Optimization exercise on an open flow, not production practice.
RTL: at most simulated, not proved equivalent.
Function not checked: run 5.
Power: default activity.

File: flow/run.sh
#!/bin/bash
# Standard ORFS layout, with the port buffers made from buf_4 cells.
set -o pipefail
bash standard.sh finish "BUFFER_PORTS_ARGS=-buffer_cell sky130_fd_sc_hd__buf_4" > standard.log 2>&1
File: standard.sh
#!/bin/bash
# synth_recipe.tcl (not shown) runs the flow's synth.tcl, then flattens the netlist and writes it again
# the make line also repeats each setting of config.mk as NAME=value (left out here)
make -C /OpenROAD-flow-scripts/flow DESIGN_CONFIG=/design/flow/config.mk WORK_HOME=/design/flow/orfs CLKGATE_MAP_FILE= SYNTH_SCRIPT=/design/flow/synth_recipe.tcl "${@:-finish}"
File: config.mk
export PLATFORM = sky130hd
export DESIGN_NAME = cpu4
export DESIGN_NICKNAME = cpu4
export VERILOG_FILES = /design/flow/design.v
export SDC_FILE = /design/flow/constraint.sdc
export NUM_CORES = 4
export LEC_CHECK = 0
export CAP_MARGIN = 20
export CORE_MARGIN = 2
export CORE_UTILIZATION = 40
export SETUP_SLACK_MARGIN = 5
export SLEW_MARGIN = 20
export SYNTH_HIERARCHICAL = 1
export SYNTH_MINIMUM_KEEP_SIZE = 0
File: constraint.sdc
create_clock -name core_clock -period 8.0 [get_ports {clk}]
set_input_delay 1.6000 -clock core_clock [delete_from_list [all_inputs] [get_ports {clk}]]
set_output_delay 1.6000 -clock core_clock [all_outputs]
set_load 0.01 [all_outputs]
File: design.v
module cpu4(input clk,
            input rst,
            output [7:0] imem_addr,
            input [15:0] imem_data,
            output [7:0] dmem_addr,
            output [15:0] dmem_wdata,
            output dmem_we,
            output dmem_re,
            input [15:0] dmem_rdata,
            output rf_we,
            output [3:0] rf_waddr,
            output [15:0] rf_wdata,
            output halted);
    genvar gi;
    reg [7:0]  pc;            
    reg        halted_r;
    reg        e_valid;       
    reg        e_wr;          
    reg        e_ld;          
    reg        e_ri;          
    reg        e_br;          
    reg        e_pred;        
    reg [5:0]  e_bt;          
    reg [3:0]  e_dst;
    reg [15:0] e_ra;          
    reg [15:0] e_rb;          
    reg [15:0] e_rd;          
    reg [15:0] e_imm;         
    reg        e_fa;          
    reg [3:0]  e_cs;          
    reg [5:0]  e_sb;          
    reg        e_cin;         
    reg [7:0]  e_tgt;         
    reg [7:0]  e_fall;        
    reg        s_pend;        
    reg [2:0]  s_t;           
    reg [2:0]  s_cs;          
    reg        s_pred;        
    reg [7:0]  s_redir;       
    reg        e_re_r, e_we_r;
    reg [7:0]  e_daddr;       
    reg [15:0] e_wdata;       
    reg        w_we;
    reg [15:0] w_oh;          
    reg [3:0]  w_addr;
    reg [15:0] w_data;
    reg        w_zero;        
    wire [255:0] rfv;
    wire [15:0] zf;
    wire [15:0] e_a = e_fa ? w_data : e_ra;
    wire [15:0] e_b = ({16{e_sb[0]}} & e_rb) | ({16{e_sb[1]}} & ~e_rb) |
                      ({16{e_sb[2]}} & e_rd) | ({16{e_sb[3]}} & e_imm) |
                      ({16{e_sb[4]}} & w_data) | ({16{e_sb[5]}} & ~w_data);
    wire [15:0] alu;
    cpu4_alu add(.ra(e_ra), .rb(e_rb), .rd(e_rd), .imm(e_imm), .w(w_data),
                 .fa(e_fa), .sb(e_sb), .cin(e_cin), .s(alu));
    wire [15:0] e_res = e_ld ? dmem_rdata : alu;
    wire t0, t1, t2;
    wire s0, s1, s2;
    cpu4_brcmp c0(.bt(e_bt), .x(e_ra), .y(e_rd), .taken(t0), .slow(s0));
    cpu4_brcmp c1(.bt(e_bt), .x(w_data), .y(e_rd), .taken(t1), .slow(s1));
    cpu4_brcmp c2(.bt(e_bt), .x(e_ra), .y(w_data), .taken(t2), .slow(s2));
    wire taken = (e_cs[0] & t0) | (e_cs[1] & t1) | (e_cs[2] & t2) | e_cs[3];
    wire e_slow = e_bt[4] | e_bt[5];
    wire s_miss = ((s_cs[0] & s_t[0]) | (s_cs[1] & s_t[1]) |
                   (s_cs[2] & s_t[2])) ^ s_pred;
    wire mispredict2 = s_pend & s_miss;
    wire mispredict = (e_valid & e_br & ~e_slow & (taken ^ e_pred)) | mispredict2;
    wire e_fwd = e_valid & e_wr;
    wire alu_zero = ((e_a ^ e_b) == {e_a[14:0] | e_b[14:0], e_cin});
    wire e_zero = e_ld ? (dmem_rdata == 16'd0) : alu_zero;
    wire za0, za1;
    cpu4_zero16 ez0(.a(e_ra), .b(e_imm), .cin(e_cin), .z(za0));
    cpu4_zero16 ez1(.a(w_data), .b(e_imm), .cin(e_cin), .z(za1));
    wire e_zfwd = e_fa ? za1 : za0;
    generate
        for (gi = 0; gi < 16; gi = gi + 1) begin : R
            reg [15:0] q;
            reg z;
            wire wr = w_oh[gi];
            always @(posedge clk)
                if (wr) begin
                    q <= w_data;
                    z <= w_zero;
                end
            assign rfv[gi*16 +: 16] = wr ? w_data : q;
            assign zf[gi] = wr ? w_zero : z;
        end
    endgenerate
    wire [3:0] op = imem_data[15:12];
    wire [3:0] rd = imem_data[11:8];
    wire [3:0] ra = imem_data[7:4];
    wire [3:0] rb = imem_data[3:0];
    wire f_ld   = (op == 4'd0);
    wire f_st   = (op == 4'd1);
    wire f_rr   = (op == 4'd2) | (op == 4'd3);
    wire f_ri   = (op == 4'd4) | (op == 4'd5);
    wire f_sub  = (op == 4'd3) | (op == 4'd5);
    wire f_halt = (op == 4'd7);
    wire f_bz   = (op == 4'd8);
    wire f_bnz  = (op == 4'd9);
    wire f_beq  = (op == 4'd13);
    wire f_bneq = (op == 4'd14);
    wire f_blt  = (op == 4'd6);
    wire f_bgt  = (op == 4'd15);
    wire f_cmp  = f_beq | f_bneq | f_blt | f_bgt;    
    wire f_br   = f_bz | f_bnz | f_cmp;
    wire f_wr   = f_ld | f_rr | f_ri;
    wire fa = e_fwd & (e_dst == ra);
    wire fb = e_fwd & (e_dst == rb);
    wire fd = e_fwd & (e_dst == rd);
    wire same = (ra == rd);
    wire back = rb[3];
    wire z_ok = ~fa | e_ri;
    wire zf_ra;
    cpu4_mux16 #(.W(1)) zf_rd(.d(zf), .s(ra), .y(zf_ra));
    wire st_pred = (f_beq & (same | back)) | (f_bneq & ~same) |
                   ((f_blt | f_bgt) & ~same & back);
    wire p_z  = f_bz | st_pred;
    wire p_nz = f_bnz | st_pred;
    wire z_ra;
    cpu4_zget zs(.z_ok(z_ok), .fa(fa), .zpre(e_zfwd), .zf(zf_ra), .z(z_ra));
    wire f_pred = z_ra ? p_z : p_nz;
    wire [15:0] rf_a, rf_b, rf_d;
    cpu4_mux16 #(.W(16)) rd_a(.d(rfv), .s(ra), .y(rf_a));
    cpu4_mux16 #(.W(16)) rd_b(.d(rfv), .s(rb), .y(rf_b));
    cpu4_mux16 #(.W(16)) rd_d(.d(rfv), .s(rd), .y(rf_d));
    wire [15:0] sx16 = {{12{rb[3]}}, rb};
    wire b_imm = f_ri;
    wire b_rd  = f_cmp & ~fd;
    wire b_w   = (f_cmp & fd) | (~f_ri & ~f_cmp & fb & ~f_sub);
    wire b_wn  = ~f_ri & ~f_cmp & fb & f_sub;
    wire b_rb  = ~f_ri & ~f_cmp & ~fb & ~f_sub;
    wire b_rbn = ~f_ri & ~f_cmp & ~fb & f_sub;
    wire [3:0] hi   = pc[7:4];
    wire [3:0] hi_p = hi + 4'd1;
    wire [3:0] hi_m = hi - 4'd1;
    wire [127:0] tgv;
    generate
        for (gi = 0; gi < 16; gi = gi + 1) begin : T
            localparam integer SK = (gi >= 8) ? gi - 16 : gi;
            localparam [4:0] C1 = SK;
            wire [4:0] l1 = {1'b0, pc[3:0]} + C1;
            wire [3:0] h1 = l1[4] ? ((SK < 0) ? hi_m : hi_p) : hi;
            assign tgv[gi*8 +: 8] = {h1, l1[3:0]};    
        end
    endgenerate
    wire [4:0] l3 = {1'b0, pc[3:0]} + 5'd1;
    wire [7:0] pc1 = {l3[4] ? hi_p : hi, l3[3:0]};
    wire [7:0] pc_tgt;
    cpu4_mux16 #(.W(8)) tg(.d(tgv), .s(rb), .y(pc_tgt));
    wire [7:0] e_redir = e_pred ? e_fall : e_tgt;
    wire [7:0] pc_d;
    wire st_wait = f_st & e_valid & e_slow;
    wire hold = f_halt | halted_r | st_wait;
    cpu4_pcnext pm(.z_ok(z_ok), .fa(fa), .zfwd(e_zfwd), .zf(zf_ra), .t1(~hold & p_z), .f1(~hold & ~p_z),
                   .t0(~hold & p_nz), .f0(~hold & ~p_nz), .h(hold),
                   .pc(pc), .tgt(pc_tgt), .pc1(pc1),
                   .m(mispredict | rst), .redir(rst ? 8'd0 : mispredict2 ? s_redir : e_redir),
                   .d(pc_d));
    always @(posedge clk)
        pc <= pc_d;
    wire [7:0] e_daddr_d;
    wire [15:0] e_wdata_d;
    cpu4_fwd3 #(.W(8)) fwd_ad(.alu(alu[7:0]), .ld(dmem_rdata[7:0]), .rf(rf_a[7:0]),
                              .sa(fa & ~e_ld), .sl(fa & e_ld), .y(e_daddr_d));
    cpu4_fwd3 #(.W(16)) fwd_wd(.alu(alu), .ld(dmem_rdata), .rf(rf_b),
                               .sa(fb & ~e_ld), .sl(fb & e_ld), .y(e_wdata_d));
    wire f_go = ~mispredict & ~f_halt & ~halted_r & ~st_wait;
    always @(posedge clk) begin
        if (rst) begin
            halted_r <= 1'b0;
            s_pend <= 1'b0;
            e_valid <= 1'b0;
            e_re_r <= 1'b0;
            e_we_r <= 1'b0;
            w_we <= 1'b0;
            w_oh <= 16'd0;
        end else begin
            if (f_halt && !mispredict && !e_fwd && !(e_valid && e_slow))
                halted_r <= 1'b1;
            s_pend <= e_valid & e_slow & ~mispredict2;
            e_valid <= f_go;
            e_re_r <= f_go & f_ld;
            e_we_r <= f_go & f_st;
            w_we <= e_fwd & ~mispredict2;
            w_oh <= {16{e_fwd & ~mispredict2}} & (16'd1 << e_dst);
        end
        e_wr <= f_wr;
        e_ld <= f_ld;
        e_ri <= f_ri;
        e_br <= f_br;
        e_pred <= f_pred;
        e_bt <= {f_bgt, f_blt, f_bneq, f_beq, f_bnz, f_bz};
        e_dst <= rd;
        e_ra <= rf_a;
        e_rb <= rf_b;
        e_rd <= rf_d;
        e_imm <= f_sub ? ~sx16 : sx16;
        e_fa <= fa;
        e_cs <= {f_cmp & fa & fd & f_beq, f_cmp & ~fa & fd,
                 fa & ~(f_cmp & fd), ~fa & ~(f_cmp & fd)};
        e_sb <= {b_wn, b_w, b_imm, b_rd, b_rbn, b_rb};
        e_cin <= f_sub;
        e_tgt <= pc_tgt;
        e_fall <= pc1;
        s_t <= {s2, s1, s0};
        s_cs <= e_cs[2:0];
        s_pred <= e_pred;
        s_redir <= e_redir;
        e_daddr <= e_daddr_d;
        e_wdata <= e_wdata_d;
        w_addr <= e_dst;
        w_data <= e_res;
        w_zero <= e_zero;
    end
    assign imem_addr = pc;
    assign dmem_addr = e_daddr;
    assign dmem_wdata = e_wdata;
    assign dmem_we = e_we_r;
    assign dmem_re = e_re_r;
    assign rf_we = w_we;
    assign rf_waddr = w_addr;
    assign rf_wdata = w_data;
    assign halted = halted_r;
endmodule
module cpu4_mux16 #(parameter W = 16)
                  (input [16*W-1:0] d,
                   input [3:0] s,
                   output [W-1:0] y);
    assign y = d[s*W +: W];
endmodule
module cpu4_zget(input z_ok,
                 input fa,
                 input zpre,
                 input zf,
                 output z);
    assign z = z_ok & (fa ? zpre : zf);
endmodule
module cpu4_pcnext(input z_ok,
                   input fa,
                   input zfwd,
                   input zf,
                   input t1,
                   input f1,
                   input t0,
                   input f0,
                   input h,
                   input [7:0] pc,
                   input [7:0] tgt,
                   input [7:0] pc1,
                   input m,
                   input [7:0] redir,
                   output [7:0] d);
    wire [7:0] d1 = ({8{t1}} & tgt) | ({8{f1}} & pc1) | ({8{h}} & pc);
    wire [7:0] d0 = ({8{t0}} & tgt) | ({8{f0}} & pc1) | ({8{h}} & pc);
    wire z = z_ok & (fa ? zfwd : zf);
    wire [7:0] df = z ? d1 : d0;
    assign d = m ? redir : df;
endmodule
module cpu4_brcmp(input [5:0] bt,
                  input [15:0] x,
                  input [15:0] y,
                  output taken,
                  output slow);
    wire eq   = (x == y);
    wire zero = (x == 16'd0);
    wire lt   = $signed(x) < $signed(y);
    wire gt   = $signed(x) > $signed(y);
    assign taken = (bt[0] & zero) | (bt[1] & ~zero) | (bt[2] & eq) |
                   (bt[3] & ~eq);
    assign slow = (bt[4] & lt) | (bt[5] & gt);
endmodule
module cpu4_zero16(input [15:0] a,
                   input [15:0] b,
                   input cin,
                   output z);
    assign z = ((a ^ b) == {a[14:0] | b[14:0], cin});
endmodule
module cpu4_fwd3 #(parameter W = 16)
                 (input [W-1:0] alu,
                  input [W-1:0] ld,
                  input [W-1:0] rf,
                  input sa,
                  input sl,
                  output [W-1:0] y);
    assign y = ({W{sa}} & alu) | ({W{sl}} & ld) | ({W{~sa & ~sl}} & rf);
endmodule
module cpu4_alu(input [15:0] ra,
                input [15:0] rb,
                input [15:0] rd,
                input [15:0] imm,
                input [15:0] w,
                input fa,
                input [5:0] sb,
                input cin,
                output [15:0] s);
    wire [15:0] a = fa ? w : ra;
    wire [15:0] b = ({16{sb[0]}} & rb) | ({16{sb[1]}} & ~rb) |
                    ({16{sb[2]}} & rd) | ({16{sb[3]}} & imm) |
                    ({16{sb[4]}} & w) | ({16{sb[5]}} & ~w);
    wire [16:0] t = {a, 1'b1} + {b, cin};
    assign s = t[16:1];
endmodule
==> out/qor.csv, run 1 <==
stage;metric;value;unit
status;status;timing/DRC/antenna clean;
power_and_ir_drop;power density of the placed cells;215.9;nW/um^2
critical_path;R2R Setup Slk;5010;ps
timing;fmax;324.7;MHz
clocking;Hold-fix buffers, CTS;0;
timing;Max Transition Viols Final;0;
power_and_ir_drop;Leak Pwr;13.29;nW
power_and_ir_drop;clock power share;0.326;
logic_synthesis;Netlist cell types;71;
global_route;aggregate global-route resource usage;0.2450;
critical_path;Worst setup SP type;input pin;
critical_path;Required @ worst endpoint;8430;ps
global_route;vias in the first global route;20557;
power_and_ir_drop;combinational share of power;0.297;
timing;Setup Viol. Count Final;0;
logic_synthesis;Synth warnings;7;
drt;routed vias/inst;6.067;
timing;hold_ws;364.8;ps
place;Placed Area;29080;sq um
hold_path;hold_sp;e_cs[1]$_DFF_P_;
power_and_ir_drop;switching part of the total power;0.3173;
critical_path;reg2reg path depth;10;
floorplan;floorplan row count;96;
critical_path;FF-to-FF End;e_wdata[15]$_DFF_P_;
drt;wire per inst;26.14;um
drt;# DRC;0;
timing;RSZ-0062 raised after global routing;true;
power_and_ir_drop;maximum vdd drop;0.0001533;V
logic_synthesis;area leader, netlist;dfxtp_1;
clocking;Worst-path clk slew;60;ps
global_route;antenna violations before repair;2;
critical_path;critical path startpoint;dmem_rdata[14];
clocking;Clock Tree Root;clkbuf_16;
hold_path;WHS Path Cells;0;
logic_synthesis;synthesized area per cell;11.51;sq um
logic_synthesis;Mapped Cells;2424;
power_and_ir_drop;Net Switching;2.220;mW
global_route;largest net degree at the start of global routing;65;
timing;count of final hold-check violations;0;
timing;TNS Setup;0;ps
clocking;TritonCTS clock tree;built;
global_route;grt total ovfl;0;
cells_and_area;Layout fillers;6185;
drt;Antenna Nets Post-Route;0;
floorplan;die width;268.1;um
floorplan;Die Y;268.1;um
cells_and_area;final-stage net count;2667;
clocking;Worst-Skew Late Latency;600;ps
hold_path;HP Class;flop to flop;
logic_synthesis;Yosys reg bits;456;
power_and_ir_drop;sequential share of power;0.377;
place;port bufs;89;
critical_path;r2r startpoint;e_fa$_DFF_P_;
critical_path;worst setup path category;input pin to flop;
logic_synthesis;asr flop ratio synth;0;
logic_synthesis;share of the synthesized area in the top cell type;0.3273;
drt;total number of vias;21096;
critical_path;CP max FO;3;
timing;Worst Max-Slew Pin Slew;1244;ps
timing;final clock skew;21.57;ps
cells_and_area;layout cells sized above 1;0.3823;
logic_synthesis;Net Count, Synth;2580;
floorplan;Initial Util;0.4053;
cells_and_area;post-route cell area;32410;sq um
critical_path;Worst Setup End Kind;flop;
drt;1st-pass router iterations;6;
logic_synthesis;EDFF count, synth;0;
power_and_ir_drop;Pint;4.777;mW
critical_path;Arr. time, crit path;3510;ps
drt;drt total wl;90.88;mm
logic_synthesis;Mapped Area;27890;sq um
floorplan;Core Area;68830;sq um
clocking;Num CTS Buffers;48;
clocking;H-tree depth;2;
floorplan;full die area;71860;sq um
place;dpl hpwl;58.25;mm
timing;relative slew slack;0.1707;
place;Placer Congestion;0.9093;
timing;Final Cycle Share;0.3849;
global_route;first-pass GRT wire length;131.8;mm
hold_path;Worst Hold End;s_cs[1]$_DFF_P_;
logic_synthesis;sequential area share after synthesis;0.3273;
timing;post-route minimum period;3080;ps
drt;DRT iter0 DRCs;1915;
clocking;CTS sink count;456;
logic_synthesis;Area contributors post-synth;dfxtp_1 (33%), mux4_2 (15%), mux2_2 (14%);
flow_run;Max-Cap Viols;0;
cells_and_area;P&R area growth vs syn;16.19;%
clocking;Max clock buf depth;3;
logic_synthesis;top_reg_cell synth;dfxtp_1;
cells_and_area;post-route core utilization;0.4709;
floorplan;I/O pins;90;
synthesized netlist by cell type (5+ instances only):
cell       instances
dfxtp_1          456
mux2_2           339
mux4_2           180
inv_1            148
a22oi_1          137
ha_1             121
nand2_1          115
clkbuf_1         108
xnor2_1           81
mux2i_1           78
nor2_1            72
xor2_1            58
a21oi_1           56
mux4_1            48
nand3_1           45
a22o_1            32
a21o_1            27
buf_2             25
nand4_1           25
nand2b_1          23
buf_6             22
nor4_1            22
nor2b_1           18
buf_4             17
buf_1             15
o21ai_0           15
nor3_1            14
a2111oi_0         12
and2_1            12
a32oi_1            9
a21o_2             7
a221oi_1           6
nand3b_1           6
o21ai_1            6
mux2_1             5
cells in the final DEF, fill, tap and decap left out, types with 13 or more instances in the layout:
cell / netlist / routed
dfxtp_1: 456 / 425
mux2_2: 339 / 337
mux4_2: 180 / 197
buf_4: 17 / 180
inv_1: 148 / 142
a22oi_1: 137 / 129
nand2_1: 115 / 113
ha_1: 121 / 102
xnor2_1: 81 / 79
mux2i_1: 78 / 74
nor2_1: 72 / 69
xor2_1: 58 / 57
clkbuf_16: 0 / 54
a21oi_1: 56 / 44
nand3_1: 45 / 40
mux4_1: 48 / 31
a22o_1: 32 / 30
a21o_1: 27 / 27
nand4_1: 25 / 25
dfxtp_4: 0 / 24
nand2b_1: 23 / 22
nor4_1: 22 / 21
nor2b_1: 18 / 17
o21ai_0: 15 / 14
buf_6: 22 / 13
buf_12: 0 / 13
stage by stage:
stage	power, mW	worst slack, ps	cells
6_report	6.997	4920	3477
5_1_grt	7.281	4933	3476
4_1_cts	6.879	5000	3422
3_5_place_dp	4.494	3329	3305
3_3_place_gp	4.424	3491	3305
2_1_floorplan	3.962	4896	2424
routing by layer:
metal,vias up,part of all wire,track usage
met3,180,0.085,0.04435
met2,977,0.45,0.3807
met5,-,0.00025,0
li1,9281,-,-
met4,4,0.040,0.1033
met1,10654,0.42,0.3355
modules after synthesis, one instance, submodules excluded, a selection:
module / area (sq um) / cells / times used / flip-flops and latches
cpu4_zget: 16.27 / 2 / 1 / 0
cpu4_alu: 1493 / 191 / 1 / 0
cpu4: 15930 / 1269 / 1 / 456
cpu4_zero16: 486.7 / 67 / 2 / 0
cpu4_brcmp: 529.3 / 72 / 3 / 0
cpu4_pcnext: 439.2 / 67 / 1 / 0
final cells by class:
| class | instances | area, sq um | share of cell area |
|---|---|---|---|
| Sequential cell | 456 | 9228 | 0.2847 |
| Clock buffer | 71 | 1419 | 0.04378 |
| Inverter | 148 | 563.0 | 0.01737 |
| Timing Repair Buffer | 226 | 2236 | 0.06899 |
| Antenna cell | 1 | 2.502 | 0.00007722 |
| Clock inverter | 13 | 161.4 | 0.004981 |
| Tap cell | 931 | 1165 | 0.03594 |
| Multi-Input combinational cell | 1631 | 17630 | 0.5441 |
critical path, stage by stage:
cell     delay (ps)
buf_4           120
nor4b_1         750
nand4_1         430
o41ai_2         600
cells by family (layout without fill, tap and decap cells):
kind of cell / after synthesis / in the layout / synth area share
compound gates: 341 / 341 / 0.08990
xor+xnor: 139 / 139 / 0.04365
fa+ha+maj: 122 / 122 / 0.05500
buf+inv: 338 / 458 / 0.05549
flops: 456 / 456 / 0.3273
mux: 651 / 652 / 0.3580
other cells: 0 / 1 / 0
simple gates: 377 / 377 / 0.07070
state kept, by name (all words and copies together) (netlist names), 3 cells and up:
name,count
R.z,16
w_data,16
e_fall,8
pc,8
s_t,3
s_redir,8
e_ra,16
e_imm,4
s_cs,3
e_rd,16
e_tgt,8
w_addr,4
e_wdata,16
e_cs,4
w_oh,16
e_rb,16
e_daddr,8
R.q,256
e_dst,4
e_sb,6
e_bt,6
power by group through the flow:
stage	logic, mW	clock network [mW]	registers [mW]
2_1_floorplan	1.33	0	2.63
3_3_place_gp	1.70	0	2.72
3_5_place_dp	1.76	0	2.73
4_1_cts	1.91	2.31	2.66
5_1_grt	2.23	2.40	2.66
6_report	2.08	2.28	2.64
worst max path at each step:
stage	slack [ps]	endpoint	depth (start not counted)
finish	4920	w_zero$_DFF_P_	4
global route	4930	e_wdata[15]$_DFF_P_	11
CTS	5000	pc[2]$_DFF_P_	7
detailed placement	3330	pc[1]$_DFF_P_	7
global placement	3490	e_pred$_DFF_P_	8
floorplan	4900	pc[5]$_DFF_P_	7
timing repair:
item / 4_1_cts / 5_1_grt
gates cloned: 4 / 6
buffers inserted: 29 / 48
endpoints found under the hold margin: 0 / 0
pin swaps: 16 / 28
resized for setup: 141 / 84
endpoints found under the setup margin: 114 / 43
Testbench counts, summed over its fixed seeds: cycles 15,983.
==> run 2: changes to the inputs <==
==> run.sh (new file) <==
#!/bin/bash
# synth_recipe.tcl (not shown) runs the flow's synth.tcl, then flattens the netlist and writes it again
# the make line also repeats each setting of config.mk as NAME=value (left out here)
make -C /OpenROAD-flow-scripts/flow DESIGN_CONFIG=/design/flow/config.mk WORK_HOME=/design/flow/orfs CLKGATE_MAP_FILE= SYNTH_SCRIPT=/design/flow/synth_recipe.tcl finish
removed: flow/run.sh
removed: standard.sh
==> run 2 against run 1 <==
Net effect:
- sequential cell count did not move
- global-route usage is 0.73 points higher
- still clean
- cell area is 0.67% higher
- utilization rose by 0.31 points
- critical endpoint is now pc[7]$_DFF_P_
- worst setup slack improved by 68 ps
- largest cell class unchanged
- non-clock buffer count grew 9
- critical path type unchanged
- power fell by 1.0%
==> out/qor.csv, run 2 <==
stage;metric;value;unit;change
clocking;CTS sink count;456;;unchanged
logic_synthesis;area leader, netlist;dfxtp_1;;
drt;top routing layer in use;met5;;
logic_synthesis;synthesized area per cell;11.51;sq um;unchanged
drt;Antenna Nets Post-Route;0;;unchanged
timing;fmax;332.1;MHz;+2.3%
drt;routed vias/inst;6.132;;+1.1%
cells_and_area;layout cells sized above 1;0.3589;;-0.02344
global_route;grt total ovfl;0;;unchanged
floorplan;floorplan row count;96;;unchanged
cells_and_area;commonest non-fill, non-tap cell in the layout;dfxtp_1;;
logic_synthesis;EDFF count, synth;0;;unchanged
critical_path;Arr. time, crit path;3500;ps;about the same
logic_synthesis;Netlist cell types;71;;unchanged
clocking;Worst-Skew Late Latency;600;ps;about the same
global_route;antenna violations before repair;8;;+6
drt;WL met1;38.12;mm;-0.42%
logic_synthesis;sequential area share after synthesis;0.3273;;unchanged
hold_path;HP Class;flop to flop;;
clocking;Max clock buf depth;3;;unchanged
drt;wire per inst;26.75;um;+2.3%
power_and_ir_drop;maximum vdd drop;0.0001647;V;+7.5%
cells_and_area;most frequent cells in the layout;dfxtp_1 (416), mux2_2 (337), mux4_2 (197);;
logic_synthesis;share of the synthesized area in the top cell type;0.3273;;unchanged
power_and_ir_drop;power density of the placed cells;212.3;nW/um^2;-1.7%
cells_and_area;P&R area growth vs syn;16.97;%;
drt;drt total wl;93.32;mm;+2.7%
place;Placer Congestion;0.8981;;-1.2%
cells_and_area;Layout fillers;6225;;+0.65%
power_and_ir_drop;total power;6.927;mW;-1.0%
critical_path;CP peak stage delay;310;ps;-440 ps
drt;1st-pass router iterations;5;;-1
floorplan;Initial Util;0.4053;;unchanged
drt;# DRC;0;;unchanged
drt;met2 WL;42.63;mm;+3.4%
global_route;first-pass GRT wire length;134.9;mm;+2.4%
logic_synthesis;Mapped Area;27890;sq um;unchanged
timing;post-route minimum period;3011;ps;-68.27 ps
critical_path;Worst setup SP type;input pin;;
cells_and_area;largest reg by FF count;R.q;;
logic_synthesis;commonest cells in the netlist;dfxtp_1 (456), mux2_2 (339), mux4_2 (180);;
critical_path;Worst Setup End Kind;flop;;
logic_synthesis;Area contributors post-synth;dfxtp_1 (33%), mux4_2 (15%), mux2_2 (14%);;
global_route;aggregate global-route resource usage;0.2523;;+0.007323
clocking;Num CTS Buffers;48;;unchanged
timing;Worst Max-Slew Pin Slew;714.0;ps;-530.0 ps
logic_synthesis;Yosys reg bits;456;;unchanged
critical_path;worst-path cell chain;clkbuf_4 -> xnor2_2 -> nand4_1 -> a32oi_2 -> nand2_2 -> nor2_4 -> a22oi_1 -> a21o_2 -> a32oi_1;;
timing;relative slew slack;0.5240;;+0.3533
floorplan;Core Area;68830;sq um;unchanged
clocking;Worst-path clk slew;60;ps;about the same
critical_path;Required @ worst endpoint;8490;ps;+60 ps
timing;RSZ-0062 raised after global routing;true;;
timing;Final Cycle Share;0.3764;;-0.008534
timing;count of final hold-check violations;0;;unchanged
logic_synthesis;Synth warnings;7;;unchanged
timing;TNS Setup;0;ps;unchanged
critical_path;CP max FO;8;;+5
critical_path;worst setup path category;input pin to flop;;
logic_synthesis;top_reg_cell synth;dfxtp_1;;
global_route;vias in the first global route;21128;;+2.8%
drt;DRT iter0 DRCs;2135;;+11%
power_and_ir_drop;Leak Pwr;13.44;nW;+1.1%
timing;Setup Viol. Count Final;0;;unchanged
timing;final clock skew;25.50;ps;+3.923 ps
cells_and_area;Largest register FFs;256;;unchanged
drt;total number of vias;21394;;+1.4%
logic_synthesis;Mapped Cells;2424;;unchanged
cells_and_area;final-stage net count;2677;;+0.37%
place;port bufs;89;;unchanged
status;status;timing/DRC/antenna clean;;
floorplan;Die Y;268.1;um;unchanged
global_route;largest net degree at the start of global routing;61;;-6.2%
floorplan;full die area;71860;sq um;unchanged
place;dpl hpwl;57.89;mm;-0.61%
clocking;TritonCTS clock tree;built;;
clocking;Clock Tree Root;clkbuf_16;;
flow_run;Max-Cap Viols;0;;unchanged
floorplan;die width;268.1;um;unchanged
clocking;H-tree depth;2;;unchanged
cells_and_area;# diodes;0;;-1
drt;met3 wire length;7.950;mm;+2.8%
timing;Max Transition Viols Final;0;;unchanged
logic_synthesis;count leader, synth;dfxtp_1;;
floorplan;I/O pins;90;;unchanged
logic_synthesis;asr flop ratio synth;0;;unchanged
critical_path;Worst path slowest cell;a32oi_2;;
logic_synthesis;Net Count, Synth;2580;;unchanged
## run 2: worst max-delay path: cells and delay by family
kind / cells / cell delay (ps)
xor gates and xnor gates: 1 / 210
and+or+nand+nor: 3 / 670
buffers and inverters: 1 / 180
AOI/OAI and AO/OA: 4 / 830
## run 2: final timing paths
path	slack, ps	from	depth (start not counted)	endpoint
setup / recovery	4990	imem_data[6]	9	pc[7]$_DFF_P_
setup reg to reg	5000	e_fa$_DFF_P_	10	e_wdata[15]$_DFF_P_
hold reg to reg	380	e_cs[1]$_DFF_P_	0	s_cs[1]$_DFF_P_
hold / removal	380	e_cs[1]$_DFF_P_	0	s_cs[1]$_DFF_P_
## run 2: Yosys stat by module (local to each module, per instance), excerpt
module / area, sq um / cells inside / flip-flops and latches
cpu4_zero16: 486.7 / 67 / 0
cpu4_pcnext: 439.2 / 67 / 0
cpu4_brcmp: 529.3 / 72 / 0
cpu4_zget: 16.27 / 2 / 0
cpu4: 15930 / 1269 / 456
cpu4_alu: 1493 / 191 / 0
## run 2: cell families (layout without fill, tap and decap cells)
group                    count (synthesis)  in the layout  share of synthesized area
XOR/XNOR                               139            139                    0.04365
buffers and inverters                  338            470                    0.05549
adder cells (fa/ha/maj)                122            122                    0.05500
AO/OA/AOI/OAI                          341            341                    0.08990
multiplexers                           651            652                     0.3580
flip-flops                             456            456                     0.3273
AND/OR/NAND/NOR                        377            378                    0.07070
## run 2: per-stage QoR
stage	utilization	setup slack [ps]	area [sq um]	hold slack [ps]	cells
after floorplan	-	4896	27900	329.0	2424
after global placement	0.4250	3531	29250	346.0	3300
after detailed placement	0.4250	3433	29250	354.6	3300
after CTS	0.4640	4830	31930	363.0	3457
after global routing	0.4740	4885	32620	381.4	3489
final	0.4740	4989	32620	379.4	3489
## run 2: power by group
part / switching (mW) / internal (mW) / leakage [nW]
Sequential: 0.142 / 2.47 / 3.73
Combinational: 1.14 / 1.02 / 8.96
Clock: 0.941 / 1.21 / 0.748
Total: 2.23 / 4.70 / 13.4
## run 2: repair_timing
action                                  CTS  global route
pin swaps                                11            28
cloned                                    7             5
endpoints found under the setup margin  154            38
hold buffers                              0             0
buffers inserted                         63            27
resized for setup                       241           106
## run 2: cell type report
cell class              count  area [sq um]  share of cell area
clock inverters            16         101.3            0.003107
flip-flops and latches    456          9251              0.2836
clock buffers              71          1398             0.04284
repair buffers            235          2491             0.07636
inverters                 148         565.5             0.01734
well taps                 931          1165             0.03571
multi-input cells        1632         17650              0.5411
## run 2: per-layer routing
layer  vias up  global-route usage
li1       9285                   -
met1     10841              0.3312
met2      1012              0.4029
met3       246             0.04866
met4        10              0.1151
met5         -                   0
==> run 3: changes to the inputs <==
==> flow/run.sh (new file) <==
#!/bin/bash
# Standard ORFS layout, with the port buffers made from buf_4 cells and
# timing repair aiming for a tighter setup margin.
set -o pipefail
bash standard.sh finish "BUFFER_PORTS_ARGS=-buffer_cell sky130_fd_sc_hd__buf_4" SETUP_SLACK_MARGIN=5.3 > standard.log 2>&1
==> standard.sh (new file) <==
#!/bin/bash
# synth_recipe.tcl (not shown) runs the flow's synth.tcl, then flattens the netlist and writes it again
# the make line also repeats each setting of config.mk as NAME=value (left out here)
make -C /OpenROAD-flow-scripts/flow DESIGN_CONFIG=/design/flow/config.mk WORK_HOME=/design/flow/orfs CLKGATE_MAP_FILE= SYNTH_SCRIPT=/design/flow/synth_recipe.tcl "${@:-finish}"
--- a/config.mk
+++ b/config.mk
@@ -9,4 +9,5 @@
 export CORE_MARGIN = 2
 export CORE_UTILIZATION = 40
+export GPL_TIMING_DRIVEN = 1
 export SETUP_SLACK_MARGIN = 5
 export SLEW_MARGIN = 20
removed: run.sh
==> run 3 against run 2 <==
Net effect:
- still clean on timing, DRC and antenna
- global-route usage up 1.5 points
- synthesized area did not move
- clock skew rose by 11 ps
- fmax up 1.8%
- sequential power about the same
- cell area rose by 5.5%
- hold slack worse by 17 ps
- critical endpoint is now pc[3]$_DFF_P_
- largest cell class unchanged
- register-to-register slack gained 50 ps
==> out/qor.csv, run 3 <==
stage;metric;value;unit;change
status;status;timing/DRC/antenna clean;;
critical_path;Worst Setup End Kind;flop;;
floorplan;I/O pins;90;;unchanged
cells_and_area;post-route core utilization;0.4999;;+0.02592
global_route;first-pass GRT wire length;142.8;mm;+5.9%
drt;1st-pass router iterations;6;;+1
critical_path;worst-path cell chain;buf_4 -> xnor2_2 -> nand4_1 -> a32oi_4 -> nand2_2 -> nor2_4 -> a22oi_1 -> a21o_2 -> a32oi_1;;
power_and_ir_drop;power density of the placed cells;213.5;nW/um^2;+0.57%
place;Placed Area;29020;sq um;-0.79%
drt;drt total wl;98.53;mm;+5.6%
place;placed insts;3303;;+0.091%
critical_path;r2r startpoint;e_rd[10]$_DFF_P_;;
drt;wire per inst;27.63;um;+3.3%
critical_path;Arr. time, crit path;3440;ps;-60 ps
logic_synthesis;post-synthesis mux area share;0.3580;;unchanged
critical_path;Worst path slowest cell;a32oi_4;;
critical_path;Buf/Inv on CP;1;;unchanged
timing;Final Cycle Share;0.3698;;-0.006635
global_route;met2 Use GR;0.4092;;+0.006355
logic_synthesis;largest family of logic cells by synthesized area;multiplexers;;
clocking;Max clock buf depth;3;;unchanged
clocking;Num CTS Buffers;48;;unchanged
clocking;H-tree depth;2;;unchanged
timing;relative slew slack;0.5523;;+0.02828
timing;fmax;338.0;MHz;+1.8%
global_route;Top Usage Layer GRT;met2;;
cells_and_area;P&R area growth vs syn;23.36;%;
critical_path;R2R Setup Slk;5050;ps;+50 ps
critical_path;reg2reg path depth;13;;+3
flow_run;Max-Cap Viols;0;;unchanged
logic_synthesis;top_reg_cell synth;dfxtp_1;;
logic_synthesis;count leader, synth;dfxtp_1;;
cells_and_area;# diodes;0;;unchanged
logic_synthesis;commonest cells in the netlist;dfxtp_1 (456), mux2_2 (339), mux4_2 (180);;
logic_synthesis;Yosys reg bits;456;;unchanged
cells_and_area;final cell count without fillers;3566;;+2.2%
global_route;largest net degree at the start of global routing;65;;+6.6%
place;Placer Congestion;0.8764;;-2.4%
logic_synthesis;synthesized area per cell;11.51;sq um;unchanged
cells_and_area;layout cells sized above 1;0.4516;;+0.09274
logic_synthesis;Mapped Area;27890;sq um;unchanged
power_and_ir_drop;maximum vdd drop;0.0001771;V;+7.5%
drt;Antenna Nets Post-Route;0;;unchanged
global_route;aggregate global-route resource usage;0.2673;;+0.01496
logic_synthesis;asr flop ratio synth;0;;unchanged
timing;post-route minimum period;2958;ps;-53.08 ps
cells_and_area;final-stage net count;2757;;+3.0%
timing;TNS Setup;0;ps;unchanged
logic_synthesis;sequential area share after synthesis;0.3273;;unchanged
drt;DRT iter0 DRCs;2470;;+16%
clocking;TritonCTS clock tree;built;;
global_route;grt total ovfl;0;;unchanged
logic_synthesis;Mapped Cells;2424;;unchanged
critical_path;CP top delay family;compound AO/OA/AOI/OAI gates;;
hold_path;Worst Hold End;s_cs[2]$_DFF_P_;;
timing;count of final hold-check violations;0;;unchanged
critical_path;CP peak stage delay;330;ps;+20 ps
floorplan;floorplan row count;96;;unchanged
hold_path;HP Class;flop to flop;;
critical_path;Worst setup SP type;input pin;;
place;port bufs;89;;unchanged
floorplan;Core Area;68830;sq um;unchanged
critical_path;Required @ worst endpoint;8480;ps;about the same
timing;Setup Viol. Count Final;0;;unchanged
drt;total number of vias;22240;;+4.0%
clocking;CTS sink count;456;;unchanged
timing;final clock skew;36.80;ps;+11.31 ps
drt;routed vias/inst;6.237;;+1.7%
clocking;Clock Tree Root;clkbuf_16;;
cells_and_area;Largest register FFs;256;;unchanged
cells_and_area;largest reg by FF count;R.q;;
floorplan;full die area;71860;sq um;unchanged
place;dpl hpwl;58.60;mm;+1.2%
logic_synthesis;adder-cell share of the synthesized area;0.05500;;unchanged
cells_and_area;Layout fillers;5937;;-4.6%
timing;RSZ-0062 raised after global routing;true;;
logic_synthesis;Area contributors post-synth;dfxtp_1 (33%), mux4_2 (15%), mux2_2 (14%);;
logic_synthesis;share of the synthesized area in the top cell type;0.3273;;unchanged
critical_path;worst setup path category;input pin to flop;;
timing;Worst Max-Slew Pin Slew;670.2;ps;-43.80 ps
cells_and_area;commonest non-fill, non-tap cell in the layout;dfxtp_1;;
logic_synthesis;Netlist cell types;71;;unchanged
cells_and_area;post-route cell area;34410;sq um;+5.5%
cells_and_area;multi-input logic area;18110;sq um;+2.6%
global_route;vias in the first global route;22249;;+5.3%
timing;Max Transition Viols Final;0;;unchanged
logic_synthesis;area fraction in and, or, nand and nor cells after synthesis;0.07070;;unchanged
power_and_ir_drop;Leak Pwr;13.99;nW;+4.1%
hold_path;WHS Path Cells;0;;unchanged
logic_synthesis;post-synthesis xor/xnor area fraction;0.04365;;unchanged
critical_path;FF-to-FF End;pc[3]$_DFF_P_;;
cells_and_area;register area;9348;sq um;+1.0%
clocking;Worst-path clk slew;60;ps;about the same
cells_and_area;most frequent cells in the layout;dfxtp_1 (381), mux2_2 (334), mux4_2 (224);;
logic_synthesis;Synth warnings;7;;unchanged
global_route;antenna violations before repair;0;;-8
floorplan;Initial Util;0.4053;;unchanged
logic_synthesis;area leader, netlist;dfxtp_1;;
drt;# DRC;0;;unchanged
logic_synthesis;Net Count, Synth;2580;;unchanged
global_route;M3 GR Usage;0.06607;;+0.01741
critical_path;CP max FO;8;;unchanged
floorplan;die width;268.1;um;unchanged
clocking;Worst-Skew Late Latency;610;ps;about the same
logic_synthesis;EDFF count, synth;0;;unchanged
floorplan;Die Y;268.1;um;unchanged
global_route;GR Util met1;0.3515;;+0.02030
clocking;Hold-fix buffers, CTS;0;;unchanged
logic_synthesis;Synth Area in Compound Gates;0.08990;;unchanged
hold_path;hold_sp;e_cs[2]$_DFF_P_;;
## run 3: stage by stage
stage / power (mW) / hold slack (ps) / worst slack [ps]
after floorplan: 3.982 / 329.0 / 4896
final: 7.348 / 362.9 / 5042
after detailed placement: 4.511 / 339.2 / 3653
after global placement: 4.440 / 340.7 / 3675
after global routing: 7.617 / 379.0 / 4935
after CTS: 7.240 / 361.3 / 5088
## run 3: area by class of cell
type | instances | share of cell area
inverter | 148 | 0.01651
tap | 931 | 0.03385
multi-input combinational | 1631 | 0.5263
clock inverter | 17 | 0.006291
timing repair buffer | 316 | 0.1058
sequential | 456 | 0.2717
clock buffer | 67 | 0.03960
## run 3: modules after synthesis, one instance, submodules excluded, a selection
module       cells  times used  flip-flops and latches  area (sq um)
cpu4_zero16     67           2                       0         486.7
cpu4_alu       191           1                       0          1493
cpu4          1269           1                     456         15930
cpu4_zget        2           1                       0         16.27
cpu4_brcmp      72           3                       0         529.3
cpu4_pcnext     67           1                       0         439.2
## run 3: per-layer routing
layer | share of wire | wire (um)
met1 | 0.40 | 39470
met2 | 0.44 | 43500
met3 | 0.10 | 10110
met4 | 0.055 | 5455
met5 | 0 | 0
## run 3: report_power, final
part / internal [mW] / switching (mW)
Sequential: 2.47 / 0.163
Clock: 1.32 / 0.970
Combinational: 1.20 / 1.23
Total: 4.99 / 2.36
## run 3: how the worst max path moves through the flow
| stage | startpoint | end | cells after the start |
|---|---|---|---|
| after floorplan | imem_data[4] | pc[5]$_DFF_P_ | 7 |
| after CTS | imem_data[4] | pc[3]$_DFF_P_ | 7 |
| final | imem_data[7] | pc[3]$_DFF_P_ | 9 |
| after global placement | imem_data[0] | e_wdata[4]$_DFF_P_ | 6 |
| after global routing | w_data[11]$_DFF_P_ | pc[3]$_DFF_P_ | 16 |
| after detailed placement | imem_data[0] | e_wdata[12]$_DFF_P_ | 6 |
## run 3: cells by family after synthesis
logic type      Yosys count
compound gates          341
simple gates            377
fa+ha+maj               122
mux                     651
buf+inv                 338
xor+xnor                139
flops                   456
## run 3: what timing repair did
item,4_1_cts,5_1_grt
cloned,22,4
setup endpoints to repair,157,85
gates resized for setup,355,96
setup buffers,126,27
pin swaps,54,51
==> run 4: changes to the inputs <==
--- a/config.mk
+++ b/config.mk
@@ -9,5 +9,4 @@
 export CORE_MARGIN = 2
 export CORE_UTILIZATION = 40
-export GPL_TIMING_DRIVEN = 1
 export SETUP_SLACK_MARGIN = 5
 export SLEW_MARGIN = 20
==> run 4 against run 3 <==
Net effect:
- power stayed put
- hold slack stayed put
- sequential power hardly changed
- synthesized area stayed put
- sequential share of layout area stayed put
- wire length stayed put
- global-route usage stayed put
- cell area stayed put
- critical endpoint unchanged
- highest routed layer unchanged
- register-to-register slack hardly changed
- clock skew stayed put
- clock power hardly changed
- still clean
==> out/qor.csv, run 4 <==
stage;metric;value;unit;change
critical_path;Worst setup SP type;input pin;;
clocking;Num CTS Buffers;48;;unchanged
drt;# DRC;0;;unchanged
cells_and_area;largest reg by FF count;R.q;;
clocking;H-tree depth;2;;unchanged
clocking;Max clock buf depth;3;;unchanged
cells_and_area;# diodes;0;;unchanged
cells_and_area;layout cells sized above 1;0.4516;;unchanged
cells_and_area;register area;9348;sq um;unchanged
place;Placed Area;29020;sq um;unchanged
place;Placer Congestion;0.8764;;unchanged
critical_path;Worst Setup End Kind;flop;;
logic_synthesis;Mapped Cells;2424;;unchanged
critical_path;Buf/Inv on CP;1;;unchanged
critical_path;Worst path slowest cell;a32oi_4;;
clocking;TritonCTS clock tree;built;;
power_and_ir_drop;total power;7.348;mW;unchanged
global_route;first-pass GRT wire length;142.8;mm;unchanged
place;port bufs;89;;unchanged
floorplan;Initial Util;0.4053;;unchanged
drt;1st-pass router iterations;6;;unchanged
critical_path;Arr. time, crit path;3440;ps;about the same
flow_run;Max-Cap Viols;0;;unchanged
logic_synthesis;share of the synthesized area in the top cell type;0.3273;;unchanged
logic_synthesis;Yosys reg bits;456;;unchanged
power_and_ir_drop;power density of the placed cells;213.5;nW/um^2;unchanged
timing;TNS Setup;0;ps;unchanged
timing;Max Transition Viols Final;0;;unchanged
hold_path;HP Class;flop to flop;;
critical_path;worst setup path category;input pin to flop;;
critical_path;CP max FO;8;;unchanged
cells_and_area;commonest non-fill, non-tap cell in the layout;dfxtp_1;;
timing;Setup Viol. Count Final;0;;unchanged
timing;count of final hold-check violations;0;;unchanged
global_route;antenna violations before repair;0;;unchanged
logic_synthesis;Mapped Area;27890;sq um;unchanged
power_and_ir_drop;Leak Pwr;13.99;nW;unchanged
clocking;Worst-Skew Late Latency;610;ps;about the same
global_route;largest net degree at the start of global routing;65;;unchanged
logic_synthesis;Synth warnings;7;;unchanged
critical_path;CP top delay family;compound AO/OA/AOI/OAI gates;;
power_and_ir_drop;maximum vdd drop;0.0001771;V;unchanged
global_route;grt total ovfl;0;;unchanged
clocking;Worst-path clk slew;60;ps;about the same
global_route;vias in the first global route;22249;;unchanged
logic_synthesis;top_reg_cell synth;dfxtp_1;;
logic_synthesis;Area contributors post-synth;dfxtp_1 (33%), mux4_2 (15%), mux2_2 (14%);;
clocking;Clock Tree Root;clkbuf_16;;
floorplan;Core Area;68830;sq um;unchanged
drt;wire per inst;27.63;um;unchanged
logic_synthesis;Netlist cell types;71;;unchanged
drt;drt total wl;98.53;mm;unchanged
cells_and_area;final-stage net count;2757;;unchanged
floorplan;Die Y;268.1;um;unchanged
drt;routed vias/inst;6.237;;unchanged
place;Place WS;3653;ps;unchanged
cells_and_area;multi-input logic area;18110;sq um;unchanged
place;dpl hpwl;58.60;mm;unchanged
cells_and_area;most frequent cells in the layout;dfxtp_1 (381), mux2_2 (334), mux4_2 (224);;
timing;RSZ-0062 raised after global routing;true;;
logic_synthesis;synthesized area per cell;11.51;sq um;unchanged
global_route;aggregate global-route resource usage;0.2673;;unchanged
floorplan;floorplan row count;96;;unchanged
floorplan;full die area;71860;sq um;unchanged
timing;Setup WS post-layout;5042;ps;unchanged
logic_synthesis;EDFF count, synth;0;;unchanged
critical_path;CP peak stage delay;330;ps;about the same
critical_path;worst-path cell chain;buf_4 -> xnor2_2 -> nand4_1 -> a32oi_4 -> nand2_2 -> nor2_4 -> a22oi_1 -> a21o_2 -> a32oi_1;;
cells_and_area;post-route core utilization;0.4999;;unchanged
timing;Worst Max-Slew Pin Slew;670.2;ps;unchanged
cells_and_area;Layout fillers;5937;;unchanged
cells_and_area;Largest register FFs;256;;unchanged
cells_and_area;P&R area growth vs syn;23.36;%;unchanged
drt;Antenna Nets Post-Route;0;;unchanged
logic_synthesis;count leader, synth;dfxtp_1;;
logic_synthesis;area leader, netlist;dfxtp_1;;
floorplan;die width;268.1;um;unchanged
logic_synthesis;Net Count, Synth;2580;;unchanged
timing;relative slew slack;0.5523;;unchanged
critical_path;Required @ worst endpoint;8480;ps;about the same
drt;DRT iter0 DRCs;2470;;unchanged
floorplan;I/O pins;90;;unchanged
logic_synthesis;commonest cells in the netlist;dfxtp_1 (456), mux2_2 (339), mux4_2 (180);;
logic_synthesis;asr flop ratio synth;0;;unchanged
critical_path;R2R Setup Slk;5050;ps;about the same
drt;total number of vias;22240;;unchanged
timing;final clock skew;36.80;ps;unchanged
timing;post-route minimum period;2958;ps;unchanged
logic_synthesis;sequential area share after synthesis;0.3273;;unchanged
cells_and_area;post-route cell area;34410;sq um;unchanged
status;status;timing/DRC/antenna clean;;
clocking;CTS sink count;456;;unchanged
timing;fmax;338.0;MHz;unchanged
timing;Final Cycle Share;0.3698;;unchanged
## run 4: cell counts in the layout (fill, tap and decap cells not counted)
Identical to the previous run, type by type.
## run 4: cells by family after synthesis
| family | count (synthesis) | synth area share |
|---|---|---|
| muxes | 651 | 0.3580 |
| DFF | 456 | 0.3273 |
| and+or+nand+nor | 377 | 0.07070 |
| AOI/OAI and AO/OA | 341 | 0.08990 |
| buffers and inverters | 338 | 0.05549 |
| xor gates and xnor gates | 139 | 0.04365 |
| adders and majority gates | 122 | 0.05500 |
## run 4: modules after synthesis, one instance, submodules excluded, a selection
module       flops+latches  copies in the design  cell area (sq um)
cpu4                   456                     1              15930
cpu4_alu                 0                     1               1493
cpu4_brcmp               0                     3              529.3
cpu4_pcnext              0                     1              439.2
cpu4_zero16              0                     2              486.7
cpu4_zget                0                     1              16.27
## run 4: path summary, 6_finish.rpt
kind                                       start         endpoint  cells past startpoint
worst max-delay path                imem_data[7]    pc[3]$_DFF_P_                      9
worst min-delay path             e_cs[2]$_DFF_P_  s_cs[2]$_DFF_P_                      0
worst max register to register  e_rd[10]$_DFF_P_    pc[3]$_DFF_P_                     13
worst min register to register   e_cs[2]$_DFF_P_  s_cs[2]$_DFF_P_                      0
## run 4: power breakdown
part	switching, mW	internal (mW)	total, mW
Combinational	1.23	1.20	2.43
Clock	0.970	1.32	2.29
Sequential	0.163	2.47	2.63
## run 4: stage by stage
step                hold slack, ps  cells
floorplan                    329.0   2424
global placement             340.7   3303
detailed placement           339.2   3303
CTS                          361.3   3535
global route                 379.0   3566
finish                       362.9   3566
## run 4: routing by layer
layer | GRT usage | routed length (um) | up-vias
li1 | - | - | 9448
met1 | 0.3515 | 39470 | 11231
met2 | 0.4092 | 43500 | 1271
met3 | 0.06607 | 10110 | 290
met4 | 0.1341 | 5455 | 0
met5 | 0 | 0 | -
## run 4: final cells by class
cell class	instances	share of cell area
clock buffer	67	0.03960
inverter	148	0.01651
tap	931	0.03385
timing repair buffer	316	0.1058
multi-input combinational	1631	0.5263
clock inverter	17	0.006291
sequential	456	0.2717
## run 4: repair_timing
item                                    4_1_cts  5_1_grt
gates cloned                                 22        4
endpoints found under the setup margin      157       85
gates resized for setup                     355       96
pin swaps                                    54       51
hold buffers                                  0        0
endpoints found under the hold margin         0        0
setup buffers                               126       27
==> run 5: changes to the inputs <==
--- a/design.v
+++ b/design.v
@@ -110,11 +110,9 @@
     wire fb = e_fwd & (e_dst == rb);
     wire fd = e_fwd & (e_dst == rd);
-    wire same = (ra == rd);
     wire back = rb[3];
     wire z_ok = ~fa | e_ri;
     wire zf_ra;
     cpu4_mux16 #(.W(1)) zf_rd(.d(zf), .s(ra), .y(zf_ra));
-    wire st_pred = (f_beq & (same | back)) | (f_bneq & ~same) |
-                   ((f_blt | f_bgt) & ~same & back);
+    wire st_pred = ((f_beq | f_blt | f_bgt) & back) | f_bneq;
     wire p_z  = f_bz | st_pred;
     wire p_nz = f_bnz | st_pred;
==> run 5 against run 4 <==
Net effect:
- hold slack improved by 8.2 ps
- fmax fell by 0.88%
- first-iteration DRC count fell by 4.9%
- sequential share of layout area rose by 0.22 points
- sequential power rose by 2%
- still clean on timing, DRC and antenna
- die area fell by 0.15%
- register-to-register slack got worse by 30 ps
- critical path type is now flop to flop
- largest power group unchanged
- clock power rose by 3%
- sequential cell count did not move
- clock skew fell by 9.7 ps
==> out/qor.csv, run 5 <==
stage;metric;value;unit;change
critical_path;critical path startpoint;e_sb[0]$_DFF_P_;;
timing;relative slew slack;0.4766;;-0.07564
clocking;CTS sink count;456;;unchanged
cells_and_area;commonest non-fill, non-tap cell in the layout;dfxtp_1;;
logic_synthesis;Mapped Cells;2414;;-0.41%
hold_path;HP Class;flop to flop;;
timing;fmax;335.1;MHz;-0.88%
logic_synthesis;Mapped Area;27850;sq um;-0.15%
floorplan;full die area;71750;sq um;-0.15%
critical_path;reg2reg path depth;12;;-1
global_route;aggregate global-route resource usage;0.2566;;-0.01066
drt;drt total wl;95.18;mm;-3.4%
critical_path;Worst setup SP type;flop;;
cells_and_area;layout cells sized above 1;0.4515;;about the same
cells_and_area;largest reg by FF count;R.q;;
critical_path;Arr. time, crit path;3470;ps;+30 ps
clocking;Num CTS Buffers;49;;+2.1%
power_and_ir_drop;combinational share of power;0.344;;+0.013
timing;Setup Viol. Count Final;0;;unchanged
timing;RSZ-0062 raised after global routing;true;;
cells_and_area;P&R area growth vs syn;22.54;%;
cells_and_area;Largest register FFs;256;;unchanged
clocking;TritonCTS clock tree;built;;
clocking;Clock Tree Root;clkbuf_16;;
place;dpl hpwl;57.76;mm;-1.4%
place;port bufs;89;;unchanged
global_route;antenna violations before repair;1;;+1
place;placed insts;3296;;-0.21%
cells_and_area;most frequent cells in the layout;dfxtp_1 (376), mux2_2 (335), mux4_2 (224);;
power_and_ir_drop;Net Switching;2.494;mW;+5.7%
flow_run;Max-Cap Viols;0;;unchanged
drt;total number of vias;21889;;-1.6%
timing;TNS Setup;0;ps;unchanged
drt;# DRC;0;;unchanged
global_route;first-pass GRT wire length;138.4;mm;-3.0%
clocking;Worst-path clk slew;60;ps;about the same
timing;Worst Max-Slew Pin Slew;785.0;ps;+114.8 ps
critical_path;worst setup path category;flop to flop;;
floorplan;die width;267.9;um;about the same
logic_synthesis;synthesized area per cell;11.54;sq um;+0.26%
drt;Antenna Nets Post-Route;0;;unchanged
global_route;grt total ovfl;0;;unchanged
drt;wire per inst;26.66;um;-3.5%
power_and_ir_drop;Leak Pwr;13.93;nW;-0.36%
cells_and_area;post-route cell area;34130;sq um;-0.82%
power_and_ir_drop;maximum vdd drop;0.0001786;V;+0.88%
logic_synthesis;share of the synthesized area in the top cell type;0.3278;;+0.0005000
logic_synthesis;Synth warnings;7;;unchanged
floorplan;Die Y;267.9;um;about the same
critical_path;R2R Setup Slk;5020;ps;-30 ps
power_and_ir_drop;Pint;5.195;mW;+4.2%
clocking;Worst-Skew Late Latency;610;ps;about the same
critical_path;r2r startpoint;e_sb[0]$_DFF_P_;;
drt;DRT iter0 DRCs;2350;;-4.9%
timing;count of final hold-check violations;0;;unchanged
cells_and_area;final cell count without fillers;3570;;+0.11%
floorplan;Initial Util;0.4053;;about the same
logic_synthesis;EDFF count, synth;0;;unchanged
logic_synthesis;area leader, netlist;dfxtp_1;;
floorplan;floorplan row count;96;;unchanged
clocking;Max clock buf depth;3;;unchanged
logic_synthesis;Net Count, Synth;2570;;-0.39%
timing;final clock skew;27.09;ps;-9.715 ps
place;Placed Area;28980;sq um;-0.15%
timing;Final Cycle Share;0.3731;;+0.003280
status;status;timing/DRC/antenna clean;;
logic_synthesis;asr flop ratio synth;0;;unchanged
logic_synthesis;Yosys reg bits;456;;unchanged
floorplan;I/O pins;90;;unchanged
power_and_ir_drop;sequential share of power;0.349;;-0.009
cells_and_area;final-stage net count;2756;;-0.036%
place;Placer Congestion;0.8946;;+2.1%
logic_synthesis;Area contributors post-synth;dfxtp_1 (33%), mux4_2 (15%), mux2_2 (14%);;
drt;1st-pass router iterations;6;;unchanged
timing;post-route minimum period;2984;ps;+26.24 ps
power_and_ir_drop;clock power share;0.307;;-0.004
logic_synthesis;count leader, synth;dfxtp_1;;
global_route;largest net degree at the start of global routing;66;;+1.5%
power_and_ir_drop;switching part of the total power;0.3244;;+0.003122
logic_synthesis;commonest cells in the netlist;dfxtp_1 (456), mux2_2 (339), mux4_2 (180);;
power_and_ir_drop;total power;7.690;mW;+4.7%
clocking;H-tree depth;2;;unchanged
logic_synthesis;Netlist cell types;75;;+5.6%
logic_synthesis;top_reg_cell synth;dfxtp_1;;
critical_path;Worst Setup End Kind;flop;;
global_route;vias in the first global route;21540;;-3.2%
power_and_ir_drop;power density of the placed cells;225.3;nW/um^2;+5.5%
drt;routed vias/inst;6.131;;-1.7%
critical_path;FF-to-FF End;e_wdata[15]$_DFF_P_;;
critical_path;worst setup path endpoint;e_wdata[15]$_DFF_P_;;
logic_synthesis;sequential area share after synthesis;0.3278;;+0.0005000
critical_path;CP max FO;16;;+8
floorplan;Core Area;68710;sq um;-0.17%
critical_path;Required @ worst endpoint;8490;ps;about the same
timing;Max Transition Viols Final;0;;unchanged
[run 5: worst min-delay path by stage]
stage	startpoint	to	cells past startpoint
2_1_floorplan	e_dst[0]$_DFF_P_	w_addr[0]$_DFF_P_	0
3_3_place_gp	e_cs[0]$_DFF_P_	s_cs[0]$_DFF_P_	0
3_5_place_dp	e_cs[0]$_DFF_P_	s_cs[0]$_DFF_P_	0
4_1_cts	e_cs[0]$_DFF_P_	s_cs[0]$_DFF_P_	0
5_1_grt	e_cs[2]$_DFF_P_	s_cs[2]$_DFF_P_	0
6_report	e_cs[0]$_DFF_P_	s_cs[0]$_DFF_P_	0
[run 5: area by class of cell]
type | instances | area [sq um]
diodes | 1 | 2.502
well taps | 931 | 1165
clock inverters | 23 | 281.5
multi-input cells | 1624 | 17880
clock buffers | 66 | 1371
flip-flops and latches | 456 | 9346
inverters | 146 | 560.5
repair buffers | 323 | 3522
fillers | 6034 | 34580
[run 5: power by group through the flow]
stage                     Clock [mW]  Sequential (mW)  Combinational, mW
final                           2.36             2.69               2.64
after global routing            2.48             2.70               2.81
after CTS                       2.39             2.69               2.47
after detailed placement           0             2.81               1.94
after global placement             0             2.80               1.87
after floorplan                    0             2.68               1.50
[run 5: what timing repair did]
action	CTS	global route
pin swaps	51	47
buffers inserted	128	37
cloned	13	6
endpoints found under the setup margin	153	89
resized for setup	325	114
hold buffers	0	0
[run 5: critical path: stages (launching register included)]
cell,delay (ps)
dfxtp_4,380
buf_12,160
mux2i_1,220
nand3_1,160
ha_4,250
o211ai_2,200
a21oi_4,60
o311a_4,360
a311o_1,360
a21oi_4,220
xnor2_2,110
a22o_1,230
a21o_1,150
[run 5: cell families after synthesis]
logic type / share of synthesized area
muxes: 0.3589
DFF: 0.3278
and+or+nand+nor: 0.06946
AOI/OAI and AO/OA: 0.09080
buffers and inverters: 0.05553
xor gates and xnor gates: 0.04246
adders and majority gates: 0.05508
[run 5: stage by stage]
stage          setup WS, ps  utilization  hold WS [ps]
3_3_place_gp           3695       0.4217         352.3
3_5_place_dp           3654       0.4217         353.7
5_1_grt                5001       0.4966         385.3
4_1_cts                5105       0.4829         360.6
2_1_floorplan          4896            -         325.8
6_report               5016       0.4967         371.1
[run 5: Yosys stat by module (local to each module, per instance), excerpt]
module | cells | times used
cpu4 | 1259 | 1
cpu4_alu | 191 | 1
cpu4_brcmp | 72 | 3
cpu4_pcnext | 67 | 1
cpu4_zero16 | 67 | 2
cpu4_zget | 2 | 1
[run 5: metal layers]
layer,vias to the layer above,part of all wire,global-route usage
met3,217,0.092,0.04930
met5,-,0.00017,0
met4,2,0.043,0.09965
li1,9430,-,-
met2,1200,0.44,0.4009
met1,11040,0.42,0.3513
==> run 6: changes to the inputs <==
--- a/design.v
+++ b/design.v
@@ -110,9 +110,11 @@
     wire fb = e_fwd & (e_dst == rb);
     wire fd = e_fwd & (e_dst == rd);
+    wire same = (ra == rd);
     wire back = rb[3];
     wire z_ok = ~fa | e_ri;
     wire zf_ra;
     cpu4_mux16 #(.W(1)) zf_rd(.d(zf), .s(ra), .y(zf_ra));
-    wire st_pred = ((f_beq | f_blt | f_bgt) & back) | f_bneq;
+    wire st_pred = (f_beq & (same | back)) | (f_bneq & ~same) |
+                   ((f_blt | f_bgt) & ~same & back);
     wire p_z  = f_bz | st_pred;
     wire p_nz = f_bnz | st_pred;
@@ -152,8 +154,8 @@
     wire st_wait = f_st & e_valid & e_slow;
     wire hold = f_halt | halted_r | st_wait;
-    cpu4_pcnext pm(.z_ok(z_ok), .fa(fa), .zfwd(e_zfwd), .zf(zf_ra), .t1(~hold & p_z), .f1(~hold & ~p_z),
-                   .t0(~hold & p_nz), .f0(~hold & ~p_nz), .h(hold),
-                   .pc(pc), .tgt(pc_tgt), .pc1(pc1),
-                   .m(mispredict | rst), .redir(rst ? 8'd0 : mispredict2 ? s_redir : e_redir),
+    cpu4_pcnext pm(.z_ok(z_ok), .fa(fa), .zfwd(e_zfwd), .zf(zf_ra),
+                   .p1(p_z), .p0(p_nz), .tgt(pc_tgt), .pc1(pc1),
+                   .m(mispredict | rst | hold),
+                   .redir(rst ? 8'd0 : mispredict ? (mispredict2 ? s_redir : e_redir) : pc),
                    .d(pc_d));
     always @(posedge clk)
@@ -240,10 +242,6 @@
                    input zfwd,
                    input zf,
-                   input t1,
-                   input f1,
-                   input t0,
-                   input f0,
-                   input h,
-                   input [7:0] pc,
+                   input p1,
+                   input p0,
                    input [7:0] tgt,
                    input [7:0] pc1,
@@ -251,6 +249,6 @@
                    input [7:0] redir,
                    output [7:0] d);
-    wire [7:0] d1 = ({8{t1}} & tgt) | ({8{f1}} & pc1) | ({8{h}} & pc);
-    wire [7:0] d0 = ({8{t0}} & tgt) | ({8{f0}} & pc1) | ({8{h}} & pc);
+    wire [7:0] d1 = p1 ? tgt : pc1;
+    wire [7:0] d0 = p0 ? tgt : pc1;
     wire z = z_ok & (fa ? zfwd : zf);
     wire [7:0] df = z ? d1 : d0;
==> run 6 against run 5 <==
Net effect:
- sequential share of layout area shrank 0.20 points
- sequential power hardly changed
- synthesized cell count grew 0.99%
- critical path depth down 5
- wire length up 4.5%
- clock skew up 33 ps
- largest power group unchanged
- utilization fell by 0.25 points
- synthesized area rose by 0.63%
- via count increased by 1.2%
==> out/qor.csv, run 6 <==
stage;metric;value;unit;change
timing;Setup Viol. Count Final;0;;unchanged
logic_synthesis;EDFF count, synth;0;;unchanged
floorplan;floorplan row count;97;;+1.0%
hold_path;hold_sp;e_cs[2]$_DFF_P_;;
cells_and_area;most frequent cells in the layout;dfxtp_1 (368), mux2_2 (335), mux4_2 (224);;
logic_synthesis;Area contributors post-synth;dfxtp_1 (33%), mux4_2 (14%), mux2_2 (14%);;
place;Placer Congestion;0.8996;;+0.56%
clocking;Clock Tree Root;clkbuf_16;;
drt;Antenna Nets Post-Route;0;;unchanged
timing;count of final hold-check violations;0;;unchanged
logic_synthesis;Net Count, Synth;2594;;+0.93%
critical_path;Worst setup SP type;input pin;;
floorplan;Die Y;268.7;um;+0.31%
global_route;M3 GR Usage;0.04804;;-0.001262
drt;wire per inst;27.65;um;+3.7%
floorplan;I/O pins;90;;unchanged
flow_run;Max-Cap Viols;0;;unchanged
timing;TNS Setup;0;ps;unchanged
cells_and_area;P&R area growth vs syn;22.84;%;
cells_and_area;commonest non-fill, non-tap cell in the layout;dfxtp_1;;
floorplan;Core Area;69660;sq um;+1.4%
critical_path;r2r startpoint;w_data[3]$_DFF_P_;;
clocking;Worst-Skew Late Latency;640;ps;+30 ps
drt;total number of vias;22148;;+1.2%
critical_path;CP max FO;8;;-8
status;status;timing/DRC/antenna clean;;
clocking;TritonCTS clock tree;built;;
critical_path;Worst Setup End Kind;flop;;
timing;fmax;334.5;MHz;-0.18%
logic_synthesis;top_reg_cell synth;dfxtp_1;;
clocking;Max clock buf depth;3;;unchanged
logic_synthesis;Yosys reg bits;456;;unchanged
global_route;vias in the first global route;21843;;+1.4%
cells_and_area;largest reg by FF count;R.q;;
power_and_ir_drop;Leak Pwr;13.91;nW;-0.15%
global_route;antenna violations before repair;1;;unchanged
logic_synthesis;asr flop ratio synth;0;;unchanged
floorplan;die width;268.7;um;+0.31%
timing;relative slew slack;0.3451;;-0.1315
logic_synthesis;area leader, netlist;dfxtp_1;;
cells_and_area;final-stage net count;2769;;+0.47%
critical_path;R2R Setup Slk;5040;ps;+20 ps
timing;final clock skew;59.94;ps;+32.86 ps
logic_synthesis;synthesized area per cell;11.50;sq um;-0.36%
drt;DRT iter0 DRCs;2272;;-3.3%
critical_path;Required @ worst endpoint;8480;ps;about the same
timing;Worst Max-Slew Pin Slew;955.0;ps;+169.9 ps
logic_synthesis;Netlist cell types;76;;+1.3%
power_and_ir_drop;total power;7.502;mW;-2.4%
place;port bufs;89;;unchanged
critical_path;Arr. time, crit path;3470;ps;about the same
drt;1st-pass router iterations;7;;+1
critical_path;reg2reg path depth;14;;+2
hold_path;WHS Path Cells;0;;unchanged
timing;post-route minimum period;2990;ps;+5.310 ps
logic_synthesis;Mapped Area;28030;sq um;+0.63%
clocking;H-tree depth;2;;unchanged
global_route;GR Util met1;0.3489;;-0.002419
cells_and_area;Largest register FFs;256;;unchanged
timing;Final Cycle Share;0.3737;;+0.0006638
power_and_ir_drop;power density of the placed cells;217.9;nW/um^2;-3.3%
global_route;grt total ovfl;0;;unchanged
power_and_ir_drop;maximum vdd drop;0.0002188;V;+22%
critical_path;worst setup path category;input pin to flop;;
critical_path;FF-to-FF End;pc[5]$_DFF_P_;;
logic_synthesis;sequential area share after synthesis;0.3257;;-0.002063
global_route;first-pass GRT wire length;144.3;mm;+4.2%
logic_synthesis;commonest cells in the netlist;dfxtp_1 (456), mux2_2 (337), mux4_2 (180);;
hold_path;HP Class;flop to flop;;
logic_synthesis;Synth warnings;7;;unchanged
clocking;CTS sink count;456;;unchanged
run 6: worst max path at each step:
stage,start,end,slack (ps),cells after the start
6_report,imem_data[4],pc[5]$_DFF_P_,5010,7
3_3_place_gp,imem_data[9],pc[3]$_DFF_P_,3330,9
2_1_floorplan,imem_data[4],pc[4]$_DFF_P_,4830,7
4_1_cts,w_data[7]$_DFF_P_,halted_r$_SDFFE_PP0P_,4980,12
5_1_grt,e_rd[15]$_DFF_P_,pc[5]$_DFF_P_,4910,14
3_5_place_dp,imem_data[9],pc[4]$_DFF_P_,3300,9
run 6: power breakdown:
group          internal [mW]  switching [mW]  leakage, nW  total, mW
Combinational           1.19            1.25         9.32       2.44
Clock                   1.38            1.01        0.838       2.39
Sequential              2.48           0.185         3.76       2.67
Total                   5.06            2.44         13.9       7.50
run 6: timing repair:
action / in CTS / in global routing
buffers inserted: 124 / 34
endpoints found under the setup margin: 162 / 78
pin swaps: 35 / 51
hold buffers: 0 / 0
gates cloned: 20 / 3
gates resized for setup: 280 / 121
run 6: layout make-up:
type	instances	area, sq um	share of cell area
tap	940	1176	0.03416
clock buffer	69	1423	0.04132
inverter	138	518.0	0.01505
multi-input combinational	1655	18100	0.5257
clock inverter	25	290.3	0.008431
timing repair buffer	312	3558	0.1034
sequential	456	9361	0.2719
antenna	1	2.502	0.00007269
run 6: metrics by stage:
stage          setup WS (ps)  instances  hold slack [ps]  utilization  instance area (sq um)
6_report                5010       3596            382.3       0.4942                  34430
5_1_grt                 4906       3595            390.7       0.4942                  34430
4_1_cts                 4983       3558            387.5       0.4823                  33600
3_5_place_dp            3296       3320            371.2       0.4197                  29240
3_3_place_gp            3331       3320            374.5       0.4197                  29240
2_1_floorplan           4833       2438            329.0            -                  28340
run 6: worst max-delay path, cell delays in order:
cell	delay (ps)
buf_16	110
mux4_2	540
mux2i_2	220
mux2i_4	160
mux2_2	410
a221oi_2	330
o31ai_4	90
run 6: per-module statistics from Yosys, one instance, submodules excluded, a selection:
module       flops+latches  cells  cell area, sq um
cpu4_alu                 0    191              1493
cpu4_zero16              0     67             486.7
cpu4_pcnext              0     55             424.2
cpu4_brcmp               0     72             529.3
cpu4_zget                0      2             16.27
cpu4                   456   1295             16080
run 6: kinds of logic after synthesis:
group,count (synthesis),share of synthesized area
AO/OA/AOI/OAI,329,0.08670
adder cells (fa/ha/maj),122,0.05473
multiplexers,653,0.3573
buffers and inverters,328,0.05451
flip-flops,456,0.3257
AND/OR/NAND/NOR,411,0.07755
XOR/XNOR,139,0.04344
run 6: routing by layer:
layer,wire (um),vias up
met3,8802,245
met1,39190,11199
met4,4836,0
met2,46590,1177
li1,-,9527
met5,0,-
Testbench counts of run 6, summed over its fixed seeds: cycles 15,983.
